Source: an optimization exercise on an open RTL-to-GDS flow (aim: small area). Production flows keep margins and buffers that such runs may drop.

Setup of run a:
==> module shift_fifo, before the edit <==
module shift_fifo #(
    parameter DEPTH = 16,
    parameter EXTRA = 1
) (
    input  logic                        clk,
    input  logic                        rst,
    input  logic                        wr_en,   
    input  logic                        rd_en,   
    input  logic [7:0]                  wdata,
    output logic [8*(DEPTH+EXTRA)-1:0]  mem,
    output logic [$clog2(DEPTH+1)-1:0]  count
);
  always_ff @(posedge clk) begin
    if (wr_en) mem <= {mem[8*(DEPTH+EXTRA)-9:0], wdata};
  end
  localparam CW = $clog2(DEPTH + 1);
  logic up, dn;
  logic [CW-1:0] all1, all0;
  assign up = wr_en && !rd_en;
  assign dn = rd_en && !wr_en;
  always_comb begin
    all1[0] = 1'b1;
    all0[0] = 1'b1;
    for (int i = 1; i < CW; i++) begin
      all1[i] = all1[i-1] & count[i-1];
      all0[i] = all0[i-1] & !count[i-1];
    end
  end
  always_ff @(posedge clk) begin
    if (rst) count <= '0;
    else count <= count ^ ((all1 & {CW{up}}) | (all0 & {CW{dn}}));
  end
endmodule
==> module uart_tx, before the edit <==
module uart_tx (
    input  logic        clk_i,
    input  logic        rst_ni,
    input  logic [15:0] baud_div_i,
    input  logic        tx_we_i,    
    input  logic        tx_en_i,
    input  logic [ 7:0] din_i,
    output logic        empty_o,
    output logic        full_o,
    output logic        tx_bit_o
);
  function automatic logic [7:0] mux16(input logic [127:0] m, input logic [3:0] s);
    logic [63:0] l1;
    logic [31:0] l2;
    logic [15:0] l3;
    for (int i = 0; i < 8; i++) l1[8*i+:8] = s[0] ? m[16*i+8+:8] : m[16*i+:8];
    for (int i = 0; i < 4; i++) l2[8*i+:8] = s[1] ? l1[16*i+8+:8] : l1[16*i+:8];
    for (int i = 0; i < 2; i++) l3[8*i+:8] = s[2] ? l2[16*i+8+:8] : l2[16*i+:8];
    mux16 = s[3] ? l3[15:8] : l3[7:0];
  endfunction
  localparam logic [3:0] P_STOP = 4'b0000, P_IDLE = 4'b0001, P_START = 4'b0111;
  logic [  3:0] phase;
  logic [ 15:0] baud_counter;
  logic [135:0] mem;
  logic [  4:0] count;
  logic         tick, go, pop, push;
  logic [ 16:0] bc_inc;
  logic [  7:0] cur;
  assign empty_o = (count == 5'd0);
  assign full_o  = count[4];
  logic [16:0] carry;
  always_comb begin
    carry[0] = 1'b1;
    for (int i = 0; i < 16; i++) begin
      bc_inc[i]  = baud_counter[i] ^ carry[i];
      carry[i+1] = baud_counter[i] & carry[i];
    end
    bc_inc[16] = carry[16];
  end
  assign tick   = (bc_inc == {1'b0, baud_div_i});
  assign go     = tx_en_i && !empty_o;
  assign pop    = go && (phase == P_IDLE || (phase == P_STOP && tick));
  assign push   = tx_we_i && !full_o;
  shift_fifo #(
      .DEPTH(16),
      .EXTRA(1)
  ) tx_buffer (
      .clk  (clk_i),
      .rst  (!rst_ni),
      .wr_en(push),
      .rd_en(pop),
      .wdata(din_i),
      .mem  (mem),
      .count(count)
  );
  assign cur = count[4] ? mem[135:128] : mux16(mem[127:0], count[3:0]);
  always_comb begin
    if (phase[3]) tx_bit_o = cur[phase[2:0]];
    else tx_bit_o = (phase != P_START);
  end
  always_ff @(posedge clk_i or negedge rst_ni) begin
    if (!rst_ni) begin
      phase <= P_IDLE;
    end else begin
      if (phase == P_IDLE) begin
        if (go) phase <= P_START;
      end else if (tick) begin
        if (phase == P_STOP) phase <= go ? P_START : P_IDLE;
        else phase <= phase ^ {&phase[2:0], &phase[1:0], phase[0], 1'b1};
      end
    end
  end
  always_ff @(posedge clk_i) begin
    if (phase == P_IDLE || tick) baud_counter <= '0;
    else baud_counter <= bc_inc[15:0];
  end
endmodule
==> module uart_rx, before the edit <==
module uart_rx (
    input  logic        clk_i,
    input  logic        rst_ni,
    input  logic [15:0] baud_div_i,
    input  logic        rx_re_i,    
    input  logic        rx_en_i,
    input  logic        rx_bit_i,
    output logic [ 7:0] dout_o,     
    output logic        full_o,
    output logic        empty_o
);
  function automatic logic [7:0] mux16(input logic [127:0] m, input logic [3:0] s);
    logic [63:0] l1;
    logic [31:0] l2;
    logic [15:0] l3;
    for (int i = 0; i < 8; i++) l1[8*i+:8] = s[0] ? m[16*i+8+:8] : m[16*i+:8];
    for (int i = 0; i < 4; i++) l2[8*i+:8] = s[1] ? l1[16*i+8+:8] : l1[16*i+:8];
    for (int i = 0; i < 2; i++) l3[8*i+:8] = s[2] ? l2[16*i+8+:8] : l2[16*i+:8];
    mux16 = s[3] ? l3[15:8] : l3[7:0];
  endfunction
  localparam logic [3:0] P_STOP = 4'b0000, P_IDLE = 4'b0001, P_START = 4'b0111;
  logic [  3:0] phase;
  logic [ 15:0] baud_counter;
  logic [  7:0] shift;
  logic [127:0] mem;
  logic [  4:0] count;
  logic         mid_tick, end_tick, rx_we;
  logic [15:0] bc_inc;
  logic [16:0] carry;
  always_comb begin
    carry[0] = 1'b1;
    for (int i = 0; i < 16; i++) begin
      bc_inc[i]  = baud_counter[i] ^ carry[i];
      carry[i+1] = baud_counter[i] & carry[i];
    end
  end
  assign mid_tick = (baud_counter == {1'b0, baud_div_i[15:1]});
  assign end_tick = (baud_counter == baud_div_i);
  assign empty_o = (count == 5'd0);
  assign full_o  = count[4];
  assign rx_we   = (phase == P_STOP) && end_tick && !full_o;
  shift_fifo #(
      .DEPTH(16),
      .EXTRA(0)
  ) rx_buffer (
      .clk  (clk_i),
      .rst  (!rst_ni),
      .wr_en(rx_we),
      .rd_en(rx_re_i),
      .wdata(shift),
      .mem  (mem),
      .count(count)
  );
  assign dout_o = mux16(mem, count[3:0]);
  always_ff @(posedge clk_i or negedge rst_ni) begin
    if (!rst_ni) begin
      phase <= P_IDLE;
    end else begin
      if (phase == P_IDLE) begin
        if (rx_en_i && !rx_bit_i && !full_o) phase <= P_START;
      end else if (mid_tick) begin
        if (phase == P_START) phase <= rx_bit_i ? P_IDLE : 4'b1000;
        else if (phase == P_STOP) begin
          if (rx_bit_i) phase <= P_IDLE;
        end else phase <= phase ^ {&phase[2:0], &phase[1:0], phase[0], 1'b1};
      end
    end
  end
  always_ff @(posedge clk_i) begin
    if (phase == P_IDLE || end_tick) baud_counter <= '0;
    else baud_counter <= bc_inc;
  end
  always_ff @(posedge clk_i) begin
    if (phase[3] && mid_tick) shift <= {rx_bit_i, shift[7:1]};
  end
endmodule
Settings: LEC_CHECK=0, CAP_MARGIN=20, CORE_MARGIN=2, CORE_UTILIZATION=40, PLACE_DENSITY=0.6, SLEW_MARGIN=20; clock period 10.0 ns.
standard.sh (not shown) runs the stock make flow with config.mk's settings and CLKGATE_MAP_FILE= SYNTH_SCRIPT=/design/flow/synth_recipe.tcl, a recipe that flattens the netlist after the stock synthesis.
==> flow/flow/run.sh <==
#!/bin/bash
# Standard layout with two changes: clock tree without dummy loads, and
# port buffers of the smallest buffer cell.
set -euo pipefail
export CTS_ARGS="-sink_clustering_enable -repair_clock_nets -dont_use_dummy_load -buf_list sky130_fd_sc_hd__clkbuf_8 -sink_clustering_size 20 -sink_clustering_max_diameter 40"
export BUFFER_PORTS_ARGS="-buffer_cell sky130_fd_sc_hd__buf_1"
bash standard.sh > standard.log 2>&1
#### Input delta (run b over run a)
--- a/flow/design.v
+++ b/flow/design.v
@@ -10,28 +10,16 @@
     output logic [8*(DEPTH+EXTRA)-1:0]  mem,
     output logic [$clog2(DEPTH+1)-1:0]  count
 );
   always_ff @(posedge clk) begin
     if (wr_en) mem <= {mem[8*(DEPTH+EXTRA)-9:0], wdata};
   end
-  localparam CW = $clog2(DEPTH + 1);
-  logic up, dn;
-  logic [CW-1:0] all1, all0;
-  assign up = wr_en && !rd_en;
-  assign dn = rd_en && !wr_en;
-  always_comb begin
-    all1[0] = 1'b1;
-    all0[0] = 1'b1;
-    for (int i = 1; i < CW; i++) begin
-      all1[i] = all1[i-1] & count[i-1];
-      all0[i] = all0[i-1] & !count[i-1];
-    end
-  end
   always_ff @(posedge clk) begin
     if (rst) count <= '0;
-    else count <= count ^ ((all1 & {CW{up}}) | (all0 & {CW{dn}}));
+    else if (wr_en && !rd_en) count <= count + 1'b1;
+    else if (!wr_en && rd_en) count <= count - 1'b1;
   end
 endmodule
 module uart_tx (
     input  logic        clk_i,
     input  logic        rst_ni,
     input  logic [15:0] baud_div_i,
@@ -96,13 +84,13 @@
       phase <= P_IDLE;
     end else begin
       if (phase == P_IDLE) begin
         if (go) phase <= P_START;
       end else if (tick) begin
         if (phase == P_STOP) phase <= go ? P_START : P_IDLE;
-        else phase <= phase ^ {&phase[2:0], &phase[1:0], phase[0], 1'b1};
+        else phase <= phase + 4'd1;
       end
     end
   end
   always_ff @(posedge clk_i) begin
     if (phase == P_IDLE || tick) baud_counter <= '0;
     else baud_counter <= bc_inc[15:0];
@@ -169,13 +157,13 @@
       if (phase == P_IDLE) begin
         if (rx_en_i && !rx_bit_i && !full_o) phase <= P_START;
       end else if (mid_tick) begin
         if (phase == P_START) phase <= rx_bit_i ? P_IDLE : 4'b1000;
         else if (phase == P_STOP) begin
           if (rx_bit_i) phase <= P_IDLE;
-        end else phase <= phase ^ {&phase[2:0], &phase[1:0], phase[0], 1'b1};
+        end else phase <= phase + 4'd1;
       end
     end
   end
   always_ff @(posedge clk_i) begin
     if (phase == P_IDLE || end_tick) baud_counter <= '0;
     else baud_counter <= bc_inc;
Notes after the runs:
Each of the runs, namely run a and run b, reached the end of the flow and came out clean.
Run b: clock distribution area overhead in the final layout 0.45 points above run a
Final cell area excluding filler cells, run a and run b, higher one = run b.
Side by side, clock buffer instance count of the final layout turned out higher in run b than in run a.
Run b against run a: post-placement cell area up 220 sq um, worst setup slack down 0.31 ns, clock buffer count from CTS up 6.
No run of this note included a check of the RTL's function; only the layout flow was run.

[separate check: timing with driven ports]
How much do the figures lean on ideal ports? The routed layouts below were timed once more, with nothing changed but the port constraints.
Step 1: set_driving_cell puts a clkbuf_16 on clk_i and a buf_2 on each other input, an assumption about the parent block.
Step 2 times the ports against the registers' clock, not the clock port: input delays grow and output delays shrink by t, the midpoint of the rising clock arrivals with the driver on.
Three values: ideal ports, drivers, drivers and shift; two values: the first two.
| run | t, ns | setup WS [ns] | hold WS [ns] | worst register clock-pin slew, ns | worst data-port slew with drivers (ns) |
|---|---|---|---|---|---|
| run a | 0.594 | 4.487 / 4.487 / 4.487 | 0.403 / 0.403 / 0.403 | 0.09 / 0.09 | 0.08 |
| run b | 0.598 | 4.174 / 4.174 / 4.174 | 0.384 / 0.384 / 0.384 | 0.09 / 0.09 | 0.08 |
After both steps every run listed still meets setup and hold.
